This is an optimization exercise on Yosys and OpenROAD, whose aim is small area, not a production implementation.
Function was checked by simulation only, so behaviour that the tests miss may differ from the original.
The flow treats the clock pin as an ideal source. Dropping or thinning the clock tree relies on that and would not hold on a real chip.
Power and IR drop assume default switching activity.

// AHB_MC
module AHB_MC(
	input HCLK,
	input HRESETn,
	input HSEL,
	input [1:0] HTRANS,
	input HREADY,
	input [31:0] HADDR,
	input [31:0] HWDATA,
	input HWRITE,
	output [31:0] HRDATA,
	output HRESP,
	output HREADYOUT,
	input [2:0] BEMF,
	output [2:0] VH,
	output [2:0] VL,
	output stuck,
	output cmd_we,
	output [9:0] cmd_addr,
	output [28:0] cmd_wdata,
	input [28:0] cmd_rdata
);
==> flow/config.mk <==
export PLATFORM = sky130hd
export DESIGN_NAME = AHB_MC
export DESIGN_NICKNAME = AHB_MC
export VERILOG_FILES = /design/flow/design.v
export SDC_FILE = /design/flow/constraint.sdc
export NUM_CORES = 4
export LEC_CHECK = 0
export CAP_MARGIN = 20
export CORE_MARGIN = 2
export CORE_UTILIZATION = 40
export PLACE_DENSITY = 0.6
export SLEW_MARGIN = 20
==> flow/constraint.sdc <==
create_clock -name core_clock -period 8.0 [get_ports {HCLK}]
set_input_delay 1.6000 -clock core_clock [delete_from_list [all_inputs] [get_ports {HCLK}]]
set_output_delay 1.6000 -clock core_clock [all_outputs]
set_load 0.01 [all_outputs]
standard.sh (not shown) runs the stock make flow with config.mk's settings and CLKGATE_MAP_FILE= SYNTH_SCRIPT=/design/flow/synth_recipe.tcl, a recipe that flattens the netlist after the stock synthesis.
==> flow/flow/run.sh <==
#!/bin/bash
# Standard layout with: synthesis whose ABC step is area-oriented (flow/synth.tcl), with
# ripple-carry adders (flow/lcu_ripple.v) mapped with the rest of the logic instead of into
# half/full-adder cells, smaller port buffers, one tie cell for all constant outputs, and a
# two-level clock tree built by flow/pre_cts.tcl in place of TritonCTS.
set -euo pipefail
bash standard.sh \
  "SYNTH_SCRIPT=$PWD/flow/synth.tcl" \
  "ADDER_MAP_FILE=" \
  "SYNTH_OPERATIONS_ARGS=-extra-map $PWD/flow/lcu_ripple.v" \
  "BUFFER_PORTS_ARGS=-buffer_cell sky130_fd_sc_hd__buf_1" \
  "SKIP_REPAIR_TIE_FANOUT=1" \
  "PRE_CTS_TCL=$PWD/flow/pre_cts.tcl" \
  finish > make.log 2>&1
==> flow/flow/synth.tcl <==
# The standard synthesis (synth_recipe.tcl), except that ABC maps the logic with an
# area-oriented script instead of ORFS's delay-oriented abc_speed.script. The flip-flops are
# mapped before ABC runs, so they keep the standard synthesis's names and cells.
proc synth {args} { yosys synth -nofsm -noshare {*}$args }
proc abc {args} {
  set keep {}
  set i 0
  while {$i < [llength $args]} {
    set a [lindex $args $i]
    if {$a in {-script -D}} {
      incr i 2
    } else {
      lappend keep $a
      incr i
    }
  }
  yosys abc -script "+strash;ifraig;scorr;dc2;strash;&get,-n;&dc2;&dc2;&dch,-f;&nf,-R,1000,-p;&put;" {*}$keep
}
source $::env(SCRIPTS_DIR)/synth.tcl
# left out here: clear keep_hierarchy, flatten, clean up, hide names made inside functions, write 1_2_yosys.v
Other scripts of this flow, unchanged in this note and not shown: flow/flow/lcu_ripple.v, flow/flow/pre_cts.tcl
The baseline completed with no timing, DRC or antenna violations.
Rerun with:
--- a/flow/flow/synth.tcl
+++ b/flow/flow/synth.tcl
@@ -17 +17 @@
-  yosys abc -script "+strash;ifraig;scorr;dc2;strash;&get,-n;&dc2;&dc2;&dch,-f;&nf,-R,1000,-p;&put;" {*}$keep
+  yosys abc -script "+strash;ifraig;scorr;dc2;strash;&get,-n;&dch,-f;&nf,-R,1000,-p;&put;" {*}$keep
Outcome: The new run completed with no timing, DRC or antenna violations. Total power came out lower by 4.2%. Worst hold slack is about the same. Sequential share of layout area drops by 0.57 points. Setup slack improves by 99 ps. Core utilization goes up by 0.33 points. Sequential power is about the same. Combinational power decreases by 10%. Global-route usage goes up by 0.43 points. Design area grows by 1.1%. Synthesized area grows by 0.99%. Die area is higher by 0.96%.
In every run of this note, the design's own scripts or RTL, not TritonCTS, make the clock network.


Setup of yarrow:
The RTL this note starts from:
==> flow/design.v <==
module MC(
	input HCLK,
	input HRESETn,
	input [2:0] BEMF,
	output [2:0] VH,
	output [2:0] VL,
	input [28:0] boot_cmd,
	output [9:0] boot_addr,
	input [11:0] Prediv,
	input [11:0] close_loop_pwm,
	input [9:0] comp_delay,
	input [11:0] ph_overflow,
	input orientation,
	input restart_en,
	input en,
	output [2:0] status,
	output [11:0] ph_cnt,
	output stuck
);
localparam [2:0] IDLE       = 3'b000;
localparam [2:0] DELAY      = 3'b001;
localparam [2:0] RD_CMD     = 3'b010;
localparam [2:0] EXE_CMD    = 3'b011;
localparam [2:0] COMP_DELAY = 3'b100;
localparam [2:0] RD_BEMF    = 3'b101;
localparam [2:0] EXE_LOOP   = 3'b111;
reg [2:0] state;
reg [2:0] next_state;
wire s_idle  = (state == IDLE);
wire s_delay = (state == DELAY);
wire s_rd    = (state == RD_CMD);
wire s_exc   = (state == EXE_CMD);
wire s_comp  = (state == COMP_DELAY);
wire s_rb    = (state == RD_BEMF);
wire s_exl   = (state == EXE_LOOP);
wire s_loop  = state[2];
wire s_drive = s_exc | s_exl;
reg [9:0]  shad_comp_delay;    
reg        shad_orientation;   
reg        shad_restart_en;    
reg [11:0] shad_ph_overflow;   
reg [11:0] shad_Prediv;        
reg [11:0] duty;               
reg [11:0] shad_phcnt;         
reg [11:0] pwm_cnt;     
reg [13:0] dly_cnt;     
reg [11:0] seq_cnt;     
reg [2:0]  hi_cnt;      
reg [2:0]  cur_phase;   
reg [2:0]  last_phase;
reg        phase_change_reg0;
wire [2:0] cmd_phase = boot_cmd[14:12];
wire cmd_empty   = (cmd_phase == 3'd0) | seq_cnt[10];
wire pwm_done    = (pwm_cnt == shad_Prediv);
wire pwm_out     = (pwm_cnt <= duty);
wire dly_done    = (dly_cnt == 14'd0);
wire cd_eq       = (pwm_cnt[9:0] == shad_comp_delay);
wire cd_zero     = (shad_comp_delay == 10'd0);
wire cd_done     = (s_comp & cd_eq) | cd_zero;
wire rb_done     = s_rb & (pwm_cnt[2:0] == 3'd7);
wire ph_ovf      = (seq_cnt == shad_ph_overflow);
wire bemf_hi     = hi_cnt[2];
wire phase_change = (cur_phase != last_phase);
wire phase_change_pulse = ~phase_change_reg0 & phase_change;
wire adv = bemf_hi ^ cur_phase[0] ^ shad_orientation;
wire [2:0] ph_fwd = (cur_phase == 3'd6) ? 3'd1 : cur_phase + 3'd1;
wire [2:0] ph_bwd = (cur_phase == 3'd1) ? 3'd6 : cur_phase - 3'd1;
wire [2:0] next_phase_loop = (cur_phase == 3'd0 | ~adv) ? cur_phase :
                             shad_orientation ? ph_bwd : ph_fwd;
wire [2:0] next_phase_cmd = (cmd_phase == 3'd7) ? 3'd0 : cmd_phase;
wire bemf_sel = ((cur_phase == 3'd1) | (cur_phase == 3'd4)) & BEMF[2] |
                ((cur_phase == 3'd2) | (cur_phase == 3'd5)) & BEMF[1] |
                ((cur_phase == 3'd3) | (cur_phase == 3'd6)) & BEMF[0];
always@(posedge HCLK) begin
  phase_change_reg0 <= phase_change;
end
always@(posedge HCLK) begin
  if(s_delay) begin
    shad_comp_delay <= comp_delay;
    shad_orientation <= orientation;
    shad_restart_en <= restart_en;
    shad_ph_overflow <= ph_overflow;
  end
  if(s_delay | cd_done) shad_Prediv <= Prediv;
  if(s_rd) duty <= boot_cmd[11:0];
  else if(cd_done & ~s_exc) duty <= close_loop_pwm;
  if(s_rd) dly_cnt <= boot_cmd[28:15];
  else if(s_exc & pwm_done) dly_cnt <= dly_cnt - 1'b1;
  if(s_comp & cd_eq) hi_cnt <= {2'b0, bemf_sel};
  else if(s_rb & ~(pwm_cnt[2] & pwm_cnt[1])) hi_cnt <= hi_cnt + bemf_sel;
  if(~(s_loop | s_exc) | (s_drive & pwm_done) | (s_comp & cd_eq) | rb_done) pwm_cnt <= 12'd0;
  else pwm_cnt <= pwm_cnt + 1'b1;
  if(s_idle | s_delay | (s_rd & cmd_empty) | (phase_change_pulse & s_loop) | (s_exl & (ph_ovf | ~en))) seq_cnt <= 12'd0;
  else if((s_rd & ~cmd_empty) | rb_done) seq_cnt <= seq_cnt + 1'b1;
end
always@(posedge HCLK or negedge HRESETn) begin
  if(~HRESETn) shad_phcnt <= 12'b0;
  else if(phase_change_pulse) shad_phcnt <= seq_cnt & {12{s_loop}};
end
always@(posedge HCLK or negedge HRESETn) begin
  if(~HRESETn) cur_phase <= 3'd0;
  else if(rb_done) cur_phase <= next_phase_loop;
  else if(s_rd & ~cmd_empty) cur_phase <= next_phase_cmd;
end
always@(posedge HCLK or negedge HRESETn) begin
  if(~HRESETn) last_phase <= 3'd0;
  else if(rb_done) last_phase <= cur_phase;
end
always@(*) begin
  case(state)
    IDLE:       next_state = en ? DELAY : IDLE;
    DELAY:      next_state = RD_CMD;
    RD_CMD:     next_state = cmd_empty ? COMP_DELAY : EXE_CMD;
    EXE_CMD:    next_state = ~en ? IDLE : dly_done ? RD_CMD : EXE_CMD;
    COMP_DELAY: next_state = cd_eq ? RD_BEMF : COMP_DELAY;
    RD_BEMF:    next_state = rb_done ? EXE_LOOP : RD_BEMF;
    EXE_LOOP:   next_state = ~en ? IDLE : ph_ovf ? (shad_restart_en ? DELAY : IDLE) :
                             pwm_done ? COMP_DELAY : EXE_LOOP;
    default:    next_state = IDLE;
  endcase
end
always@(posedge HCLK or negedge HRESETn) begin
  if(~HRESETn) state <= IDLE;
  else state <= next_state;
end
reg [2:0] vh_p, vl_p;
always@(*) begin
  case(cur_phase)
    3'd1: begin vl_p = 3'b010; vh_p = 3'b001; end
    3'd2: begin vl_p = 3'b100; vh_p = 3'b001; end
    3'd3: begin vl_p = 3'b100; vh_p = 3'b010; end
    3'd4: begin vl_p = 3'b001; vh_p = 3'b010; end
    3'd5: begin vl_p = 3'b001; vh_p = 3'b100; end
    3'd6: begin vl_p = 3'b010; vh_p = 3'b100; end
    default: begin vl_p = 3'b000; vh_p = 3'b000; end
  endcase
end
assign VL = vl_p & {3{s_drive}};
assign VH = vh_p & {3{s_drive & pwm_out}};
assign stuck = ph_ovf & s_exl;
assign ph_cnt = shad_phcnt;
assign status = {s_drive, s_loop, ~s_idle};
assign boot_addr = seq_cnt[9:0];
endmodule
module AHB_MC(
	input HCLK,
	input HRESETn,
	input HSEL,
	input [1:0] HTRANS,
	input HREADY,
	input [31:0] HADDR,
	input [31:0] HWDATA,
	input HWRITE,
	output [31:0] HRDATA,
	output HRESP,
	output HREADYOUT,
	input [2:0] BEMF,
	output [2:0] VH,
	output [2:0] VL,
	output stuck,
	output cmd_we,
	output [9:0] cmd_addr,
	output [28:0] cmd_wdata,
	input [28:0] cmd_rdata
);
assign HRESP = 1'b0;
assign HREADYOUT = 1'b1;
reg [11:0] Prediv;
reg [11:0] ph_overflow;
reg [11:0] close_loop_pwm;
reg [9:0] comp_delay;
reg [1:0] ctrl;
reg en;
wire [2:0] status;
wire [9:0] boot_addr_rd;
wire [11:0] ph_cnt;
wire sel = HSEL & HTRANS[1] & HREADY;
reg wr_en_reg;
reg [10:0] addr_reg;    
always@(posedge HCLK or negedge HRESETn) begin
  if(~HRESETn) wr_en_reg <= 1'b0;
  else wr_en_reg <= sel & HWRITE;
end
always@(posedge HCLK) begin
  if(sel) addr_reg[9:0] <= HADDR[11:2];
  addr_reg[10] <= HADDR[12];    
end
wire wr_reg = wr_en_reg & addr_reg[10];
wire [2:0] idx = addr_reg[2:0];
wire [7:0] rsel = {8{addr_reg[10]}} & (8'd1 << idx);    
wire [11:0] rd_mux = {12{rsel[0]}} & close_loop_pwm |
                     {12{rsel[1]}} & Prediv |
                     {12{rsel[2]}} & {2'b0, comp_delay} |
                     {12{rsel[3]}} & {10'b0, ctrl} |
                     {12{rsel[4]}} & ph_cnt |
                     {12{rsel[5]}} & {11'b0, en} |
                     {12{rsel[6]}} & {9'b0, status} |
                     {12{rsel[7]}} & ph_overflow;
assign HRDATA = {20'b0, rd_mux};
wire [11:0] Prediv_next = (|HWDATA[11:8])? HWDATA[11:0] : 12'd256;
always@(posedge HCLK or negedge HRESETn) begin
  if(~HRESETn) close_loop_pwm <= 12'b0;
  else if(wr_reg & (idx == 3'd0)) close_loop_pwm <= HWDATA[11:0];
end
always@(posedge HCLK or negedge HRESETn) begin
  if(~HRESETn) Prediv <= 12'd2048;
  else if(wr_reg & (idx == 3'd1)) Prediv <= Prediv_next;
end
always@(posedge HCLK or negedge HRESETn) begin
  if(~HRESETn) comp_delay <= 10'd512;
  else if(wr_reg & (idx == 3'd2)) comp_delay <= HWDATA[9:0];
end
always@(posedge HCLK or negedge HRESETn) begin
  if(~HRESETn) ctrl <= 2'b0;
  else if(wr_reg & (idx == 3'd3)) ctrl <= HWDATA[1:0];
end
always@(posedge HCLK or negedge HRESETn) begin
  if(~HRESETn) ph_overflow <= 12'd2048;
  else if(wr_reg & (idx == 3'd7)) ph_overflow <= HWDATA[11:0];
end
always@(posedge HCLK or negedge HRESETn) begin
  if(~HRESETn) en <= 1'b0;
  else if(wr_reg & (idx == 3'd5)) en <= HWDATA[0];
  else if(stuck & ~ctrl[1]) en <= 1'b0;
end
MC u1_MC(
	.HCLK             (HCLK),
	.HRESETn          (HRESETn),
	.BEMF             (BEMF),
	.VH               (VH),
	.VL               (VL),
	.boot_cmd         (cmd_rdata),
	.boot_addr        (boot_addr_rd),
	.Prediv           (Prediv),
	.close_loop_pwm   (close_loop_pwm),
	.comp_delay       (comp_delay),
	.ph_overflow      (ph_overflow),
	.orientation      (ctrl[0]),
	.restart_en       (ctrl[1]),
	.en               (en),
	.status           (status),
	.ph_cnt           (ph_cnt),
	.stuck            (stuck)
);
assign cmd_we = wr_en_reg & ~addr_reg[10] & ~en;
assign cmd_addr = en ? boot_addr_rd : addr_reg[9:0];
assign cmd_wdata = {HWDATA[29:16], HWDATA[14:12], HWDATA[11:0]};
endmodule
Settings: LEC_CHECK=0, CAP_MARGIN=20, CORE_MARGIN=2, CORE_UTILIZATION=40, PLACE_DENSITY=0.6, SLEW_MARGIN=20; clock period 8.0 ns.
==> flow/flow/run.sh <==
#!/bin/bash
# Standard layout with: synthesis whose ABC step is area-oriented (flow/synth.tcl), smaller
# port buffers, one tie cell for all constant outputs, and a two-level clock tree built by
# flow/pre_cts.tcl in place of TritonCTS.
set -euo pipefail
bash standard.sh \
  "SYNTH_SCRIPT=$PWD/flow/synth.tcl" \
  "BUFFER_PORTS_ARGS=-buffer_cell sky130_fd_sc_hd__buf_1" \
  "SKIP_REPAIR_TIE_FANOUT=1" \
  "PRE_CTS_TCL=$PWD/flow/pre_cts.tcl" \
  finish > make.log 2>&1
==> flow/flow/synth.tcl <==
# The standard synthesis (synth_recipe.tcl), except that ABC maps the logic with an
# area-oriented script instead of ORFS's delay-oriented abc_speed.script. The flip-flops are
# mapped before ABC runs, so they keep the standard synthesis's names and cells.
proc synth {args} { yosys synth -nofsm -noshare {*}$args }
proc abc {args} {
  set keep {}
  set i 0
  while {$i < [llength $args]} {
    set a [lindex $args $i]
    if {$a in {-script -D}} {
      incr i 2
    } else {
      lappend keep $a
      incr i
    }
  }
  yosys abc -script "+strash;ifraig;scorr;dc2;strash;&get,-n;&dch,-f;&nf,-R,1000,-p;&put;" {*}$keep
}
source $::env(SCRIPTS_DIR)/synth.tcl
# left out here: clear keep_hierarchy, flatten, clean up, hide names made inside functions, write 1_2_yosys.v
Other scripts of this flow, unchanged in this note and not shown: flow/flow/pre_cts.tcl
Modified inputs, nickel compared to yarrow
--- a/flow/flow/synth.tcl
+++ b/flow/flow/synth.tcl
@@ -17 +17 @@
-  yosys abc -script "+strash;ifraig;scorr;dc2;strash;&get,-n;&dch,-f;&nf,-R,1000,-p;&put;" {*}$keep
+  yosys abc -script "+strash;ifraig;scorr;dc2;strash;&get,-n;&dch,-f;&nf;&put;" {*}$keep
==> run summary <==
There was hardly any difference in clock-pin slew on the worst setup and hold paths between yarrow and nickel. Summary of nickel over yarrow: adder and majority cell fraction of the synthesized area closely matched the old numbers; number of different library cells in the post-synthesis netlist rose about 16%; fmax went up. yarrow has a higher area growth from synthesis to layout than nickel. When the final numbers for nickel and yarrow were put side by side, the routed length on met1 turned out to be smaller in yarrow. Summary of nickel over yarrow: combinational group share of total power fell 1.7 points, utilization of the core after routing fell 0.60 points.
Relative to nickel, the following input files were edited for juniper:
--- a/flow/flow/run.sh
+++ b/flow/flow/run.sh
@@ -2 +2,2 @@
-# Standard layout with: synthesis whose ABC step is area-oriented (flow/synth.tcl), smaller
+# Standard layout with: synthesis whose ABC step is area-oriented (flow/synth.tcl) and maps
+# adders with the rest of the logic instead of into half/full-adder cells, smaller
@@ -7,0 +9 @@
+  "ADDER_MAP_FILE=" \
--- a/flow/flow/synth.tcl
+++ b/flow/flow/synth.tcl
@@ -17 +17 @@
-  yosys abc -script "+strash;ifraig;scorr;dc2;strash;&get,-n;&dch,-f;&nf;&put;" {*}$keep
+  yosys abc -script "+strash;ifraig;scorr;dc2;strash;&get,-n;&dch,-f;&nf,-R,1000,-p;&put;" {*}$keep
Delta(area of the core, juniper - nickel) < 0. Looking at fraction of final layout cells sized beyond drive strength 1, juniper sits 0.16 points lower than nickel does. [compare] base=nickel new=juniper: total area of multi-input combinational cells saw a decrease; number of nets in the final layout saw a decrease.
In every run of this note, the design's own scripts or RTL, not TritonCTS, make the clock network.

[separate check: timing with driven ports]
The results above use ideal ports. As a check the final layouts listed here were re-extracted and re-timed, cells and wires unchanged.
Step 1, drivers: a clkbuf_16 drives HCLK and a buf_2 each remaining input, both assumed.
Step 2 also shifts input and output timing later by t, the mid clock arrival at the registers, as if the neighbouring blocks saw the same clock.
a / b / c = ideal ports / drivers / drivers and shift; a / b = the first two.
run | shift t [ns] | slack for setup (ns) | hold WS [ns] | worst slew at a driven data input, ns
the first run of note 1 | 0.300 | 3.632 / 3.580 / 3.520 | 0.482 / 0.482 / 0.482 | 0.07
the second run of note 1 | 0.305 | 3.732 / 3.761 / 3.456 | 0.483 / 0.483 / 0.483 | 0.07
yarrow | 0.303 | 3.920 / 3.864 / 4.015 | 0.492 / 0.492 / 0.492 | 0.07
nickel | 0.303 | 4.030 / 3.975 / 4.278 | 0.487 / 0.487 / 0.487 | 0.06
juniper | 0.300 | 3.869 / 3.869 / 3.597 | 0.488 / 0.488 / 0.488 | 0.07
After both steps setup and hold are still met in every run listed. The setup slack of the second run of note 1, which loses most, moves by +0.029 ns with the drivers and by -0.276 ns with both steps.
